Context: an optimization exercise on an open-source flow, tuned for small area. The choices shown serve that exercise and are no tape-out recipe.
Function was checked by simulation only, so behaviour that the tests miss may differ from the original.
The flow treats the clock pin as an ideal source. Dropping or thinning the clock tree relies on that and would not hold on a real chip.
Power and IR drop assume default switching activity.

==> flow/design.v <==
module jtsf_objdraw(
    input              rst,
    input              clk,
    input              draw_cen,
    input              HINIT,
    input       [ 7:0] VF,
    input              flip,
    output reg  [ 4:0] objcnt,
    output reg  [ 3:0] pxlcnt,
    input       [15:0] objbuf_data,
    output reg  [16:0] obj_addr,
    input       [15:0] obj_data,
    input              rom_ok,
    output             HINIT_draw,
    output             rom_wait,
    output reg         draw_over,
    output reg  [ 8:0] posx,
    output reg  [ 3:0] pospal,
    output reg  [ 3:0] new_pxl
);
localparam [8:0] XOUT = 9'h1F0;
reg last, pending, over, wait_latch;
assign HINIT_draw = pending;
assign rom_wait   = !rom_ok | wait_latch;
wire [ 9:0] cnt_cur = { over, objcnt, pxlcnt };
wire [10:0] cnt_cy;
wire [ 9:0] cnt_inc;
assign cnt_cy[0] = 1'b1;
genvar gi;
generate for( gi=0; gi<10; gi=gi+1 ) begin : g_cnt
    assign cnt_inc[gi]  = cnt_cur[gi] ^ cnt_cy[gi];
    assign cnt_cy[gi+1] = cnt_cur[gi] & cnt_cy[gi];
end endgenerate
wire c_run = draw_cen & !pending & !rst;      
wire c_inc = c_run & !draw_over & !rom_wait;  
wire c_hld = (!rst & !draw_cen) | (c_run & !draw_over & rom_wait);
wire o_hld = (!rst & !draw_cen) | (c_run & (draw_over | rom_wait));
always @(posedge clk) begin
    last       <= !rst & HINIT;
    pending    <= !rst & ((HINIT & !last) | (!draw_cen & pending));
    { objcnt, pxlcnt } <= ({9{c_inc}} & cnt_inc[8:0]) | ({9{c_hld}} & { objcnt, pxlcnt });
    over       <= (c_inc & cnt_inc[9]) | (o_hld & over);
    draw_over  <= rst | (c_run & over & (pxlcnt[2:0]==3'd6)) |
                  (!rst & !(draw_cen & pending) & draw_over);
    wait_latch <= (c_run & !rom_ok) | (!rst & !draw_cen & wait_latch);
end
wire adv = draw_cen & !rom_wait;
reg  [10:0] sr;      
reg  [ 3:0] vr;      
reg         vinzone, hflip, hflip2, jmp, xo, add1, add16;
reg  [ 3:0] objpal;
reg  [15:0] planes;
wire [ 7:0] vfm;
wire [ 7:1] vfm_cy;
assign vfm_cy[1] = ~flip;
assign vfm[0]    = VF[0];
generate for( gi=1; gi<8; gi=gi+1 ) begin : g_vfm
    assign vfm[gi] = VF[gi] ^ vfm_cy[gi];
    if( gi<7 ) begin : g_c
        assign vfm_cy[gi+1] = VF[gi] & vfm_cy[gi];
    end
end endgenerate
wire [ 7:0] nvfm = ~vfm;
wire [ 7:0] ydat = objbuf_data[7:0];
wire [ 8:0] vs_cy;
wire [ 7:0] Vsum;
assign vs_cy[0] = 1'b1;
generate for( gi=0; gi<8; gi=gi+1 ) begin : g_vsum
    assign Vsum[gi]    = ydat[gi] ^ nvfm[gi] ^ vs_cy[gi];
    assign vs_cy[gi+1] = (ydat[gi] & nvfm[gi]) | (vs_cy[gi] & (ydat[gi] ^ nvfm[gi]));
end endgenerate
wire [11:0] id_cy;
wire [10:0] idsum;
assign id_cy[0] = add1;
generate for( gi=0; gi<11; gi=gi+1 ) begin : g_id
    if( gi==4 ) begin : g_fa
        assign idsum[gi]   = sr[gi] ^ add16 ^ id_cy[gi];
        assign id_cy[gi+1] = (sr[gi] & add16) | (id_cy[gi] & (sr[gi] ^ add16));
    end else begin : g_ha
        assign idsum[gi]   = sr[gi] ^ id_cy[gi];
        assign id_cy[gi+1] = sr[gi] & id_cy[gi];
    end
end endgenerate
wire [10:0] idalt = { idsum[10:5], idsum[3], idsum[4], idsum[2:0] };
always @(posedge clk) if( adv ) begin
    case( pxlcnt )
        4'd0, 4'd3: sr <= objbuf_data[10:0];
        4'd1: begin
            vr[3:1] <= { objbuf_data[9], objbuf_data[10],
                         objbuf_data[10] & (objbuf_data[8] ^ objbuf_data[15]) };
            hflip   <= objbuf_data[8];
            objpal  <= objbuf_data[3:0];
        end
        4'd2: begin
            vr      <= Vsum[3:0] ^ {4{~vr[3]}};
            vinzone <= vr[2] ? &Vsum[7:5] : &Vsum[7:4];
            add16   <= vr[2] & (~vr[3] ^ Vsum[4]);
            add1    <= vr[1];
        end
        default:;
    endcase
end
wire [ 9:0] px_cy;
wire [ 8:0] posx_inc;
assign px_cy[0] = 1'b1;
generate for( gi=0; gi<9; gi=gi+1 ) begin : g_px
    assign posx_inc[gi] = posx[gi] ^ px_cy[gi];
    assign px_cy[gi+1]  = posx[gi] & px_cy[gi];
end endgenerate
wire       load7 = pxlcnt==4'd7;
wire        oa_ld  = adv & (pxlcnt==4'd3);
wire        oa_new = oa_ld & vinzone & !rst;
wire        oa_hld = !oa_ld & !rst;
wire        ob_ld  = adv & (pxlcnt[1:0]==2'd3);
wire        ob_new = ob_ld & vinzone & !rst;
wire        ob_hld = !ob_ld & !rst;
always @(posedge clk) begin
    obj_addr[16:2] <= ({15{oa_new}} & { idalt, vr }) | ({15{oa_hld}} & obj_addr[16:2]);
    obj_addr[ 1:0] <= ({ 2{ob_new}} & (pxlcnt[3:2] ^ {2{hflip}})) | ({2{ob_hld}} & obj_addr[1:0]);
end
wire        px_out = rst | (adv & (xo | (jmp & !vinzone)));
wire        px_obj = adv & !rst & !xo & jmp & vinzone;
wire        px_inc = adv & !rst & !xo & !jmp;
wire        px_hld = !adv & !rst;
wire [ 8:0] posx_nx = ({9{px_out}} & XOUT) | ({9{px_obj}} & sr[8:0]) |
                      ({9{px_inc}} & posx_inc) | ({9{px_hld}} & posx);
wire        pp_new = adv & jmp & !rst;
wire        pp_hld = !(adv & jmp) & !rst;
wire [ 3:0] pospal_nx = ({4{pp_new}} & objpal) | ({4{pp_hld}} & pospal);
wire        pl_set = rst | (draw_cen & draw_over);
wire        pl_adv = adv & !draw_over;
wire        pl_ld  = pl_adv & (pxlcnt[1:0]==2'd3);
wire        pl_sh  = pl_adv & (pxlcnt[1:0]!=2'd3);
wire        pl_shr = pl_sh & hflip2;
wire        pl_shl = pl_sh & !hflip2;
wire        pl_hld = !pl_adv;
wire [15:0] pl_left  = { planes[14:12], 1'b0, planes[10:8], 1'b0,
                         planes[ 6: 4], 1'b0, planes[ 2:0], 1'b0 };
wire [15:0] pl_right = { 1'b0, planes[15:13], 1'b0, planes[11:9],
                         1'b0, planes[ 7: 5], 1'b0, planes[ 3:1] };
wire [15:0] planes_nx = {16{pl_set}} | ({16{pl_ld}} & obj_data) |
                        ({16{pl_shl}} & pl_left) | ({16{pl_shr}} & pl_right) |
                        ({16{pl_hld}} & planes);
wire [ 3:0] pxl_out = hflip2 ? { planes[0], planes[4], planes[ 8], planes[12] }
                             : { planes[3], planes[7], planes[11], planes[15] };
wire [ 3:0] newpxl_nx = {4{rst}} | ({4{adv}} & pxl_out) | ({4{!adv}} & new_pxl);
always @(posedge clk) begin
    posx    <= posx_nx;
    pospal  <= pospal_nx;
    planes  <= planes_nx;
    new_pxl <= newpxl_nx;
end
always @(posedge clk) if( rst ) begin
    hflip2  <= 1'b0;
    jmp     <= 1'b0;
    xo      <= 1'b1;
end else if( draw_cen ) begin
    if( !rom_wait )
        jmp     <= !draw_over && load7;
    if( draw_over ) begin
        xo     <= 1'b1;
    end else if( !rom_wait ) begin
        xo <= 1'b0;
        if( load7 ) hflip2 <= hflip;
    end
end
endmodule
export LEC_CHECK = 0
export CAP_MARGIN = 20
export CORE_MARGIN = 2
export CORE_UTILIZATION = 65
export PLACE_DENSITY = 0.85
export SLEW_MARGIN = 20
create_clock -name core_clock -period 8.0 [get_ports {clk}]
standard.sh (not shown) runs the stock make flow with config.mk's settings and CLKGATE_MAP_FILE= SYNTH_SCRIPT=/design/flow/synth_recipe.tcl, a recipe that flattens the netlist after the stock synthesis.
==> flow/flow/run.sh <==
#!/bin/bash
# Standard layout (the standard.sh: standard synthesis, floorplan, placement,
# routing, finish) with two changes:
#  - port buffers use the smallest buffer cell (buf_1)
#  - the clock tree is built by cts_multi.tcl: the clock port drives four clock
#    buffers, each for one group of nearby registers (balanced k-means on the
#    placed register positions), placed at the centre of its group. It replaces
#    the clock_tree_synthesis call of the standard CTS step; the rest of that
#    step (timing repair, legalisation) runs unchanged.
# All tool output goes to standard.log here and to the ORFS logs under orfs/logs.
HERE=$(cd "$(dirname "$0")" && pwd)
export BUFFER_PORTS_ARGS="-buffer_cell sky130_fd_sc_hd__buf_1"
export PRE_CTS_TCL="$HERE/cts_multi.tcl"
export CTS_LEAVES=4
export CTS_SLACK_N=0
export CTS_LEAF_BUF=sky130_fd_sc_hd__buf_12
export CTS_ROOT_BUF=
bash standard.sh > standard.log 2>&1
Other scripts of this flow, unchanged in this note and not shown: flow/flow/cts_multi.tcl
==> next run, changes <==
--- a/flow/design.v
+++ b/flow/design.v
@@ -149,19 +149,11 @@
     pospal  <= pospal_nx;
     planes  <= planes_nx;
     new_pxl <= newpxl_nx;
 end
-always @(posedge clk) if( rst ) begin
-    hflip2  <= 1'b0;
-    jmp     <= 1'b0;
-    xo      <= 1'b1;
-end else if( draw_cen ) begin
-    if( !rom_wait )
-        jmp     <= !draw_over && load7;
-    if( draw_over ) begin
-        xo     <= 1'b1;
-    end else if( !rom_wait ) begin
-        xo <= 1'b0;
-        if( load7 ) hflip2 <= hflip;
-    end
+wire        h2_ld = pl_adv & load7;
+always @(posedge clk) begin
+    hflip2 <= !rst & ((h2_ld & hflip) | (!h2_ld & hflip2));
+    jmp    <= !rst & ((adv & !draw_over & load7) | (!adv & jmp));
+    xo     <= rst | (draw_cen & draw_over) | (!adv & xo);
 end
 endmodule
What happened: Global-route usage increases by 0.66 points; fmax goes down by about 1.8%; final area came out lower by 0.43%; via count climbs by 1.6%; total power shrinks by about 0.9%; critical path depth stays the same; setup slack is worse by 0.088 ns; die area goes down by about 1.4%; first-iteration DRC count fell by about 5.5%.
No run of this note takes its clock network from TritonCTS; it comes from the design's own scripts or RTL.

separate check: timing with driven ports:
The flow's constraints put no driver on any port. The routed layouts listed below were extracted and timed again, unchanged, in two steps. Step 1 assumes that a clkbuf_16 drives the clock port and a buf_2 every other input. Step 2, shift: input delay + t, output delay - t, t = (earliest + latest rising clock arrival at the registers) / 2. This alone moves slack from input paths to output paths. a / b / c = ideal ports / drivers / drivers and shift; a / b = the first two.
run	t, ns	setup slack, ns	worst setup path after step 2	clock arrival spread, ns	worst data-port slew with drivers (ns)
the first run	0.210	3.126 / 3.181 / 2.971	input to register	0.009 / 0.009	0.04
the second run	0.205	3.038 / 3.095 / 2.890	input to register	0.010 / 0.010	0.04
After both steps every run listed still meets setup and hold. For the first run, which loses most, drivers alone change the setup slack by +0.055 ns; drivers and shift together by -0.155 ns.
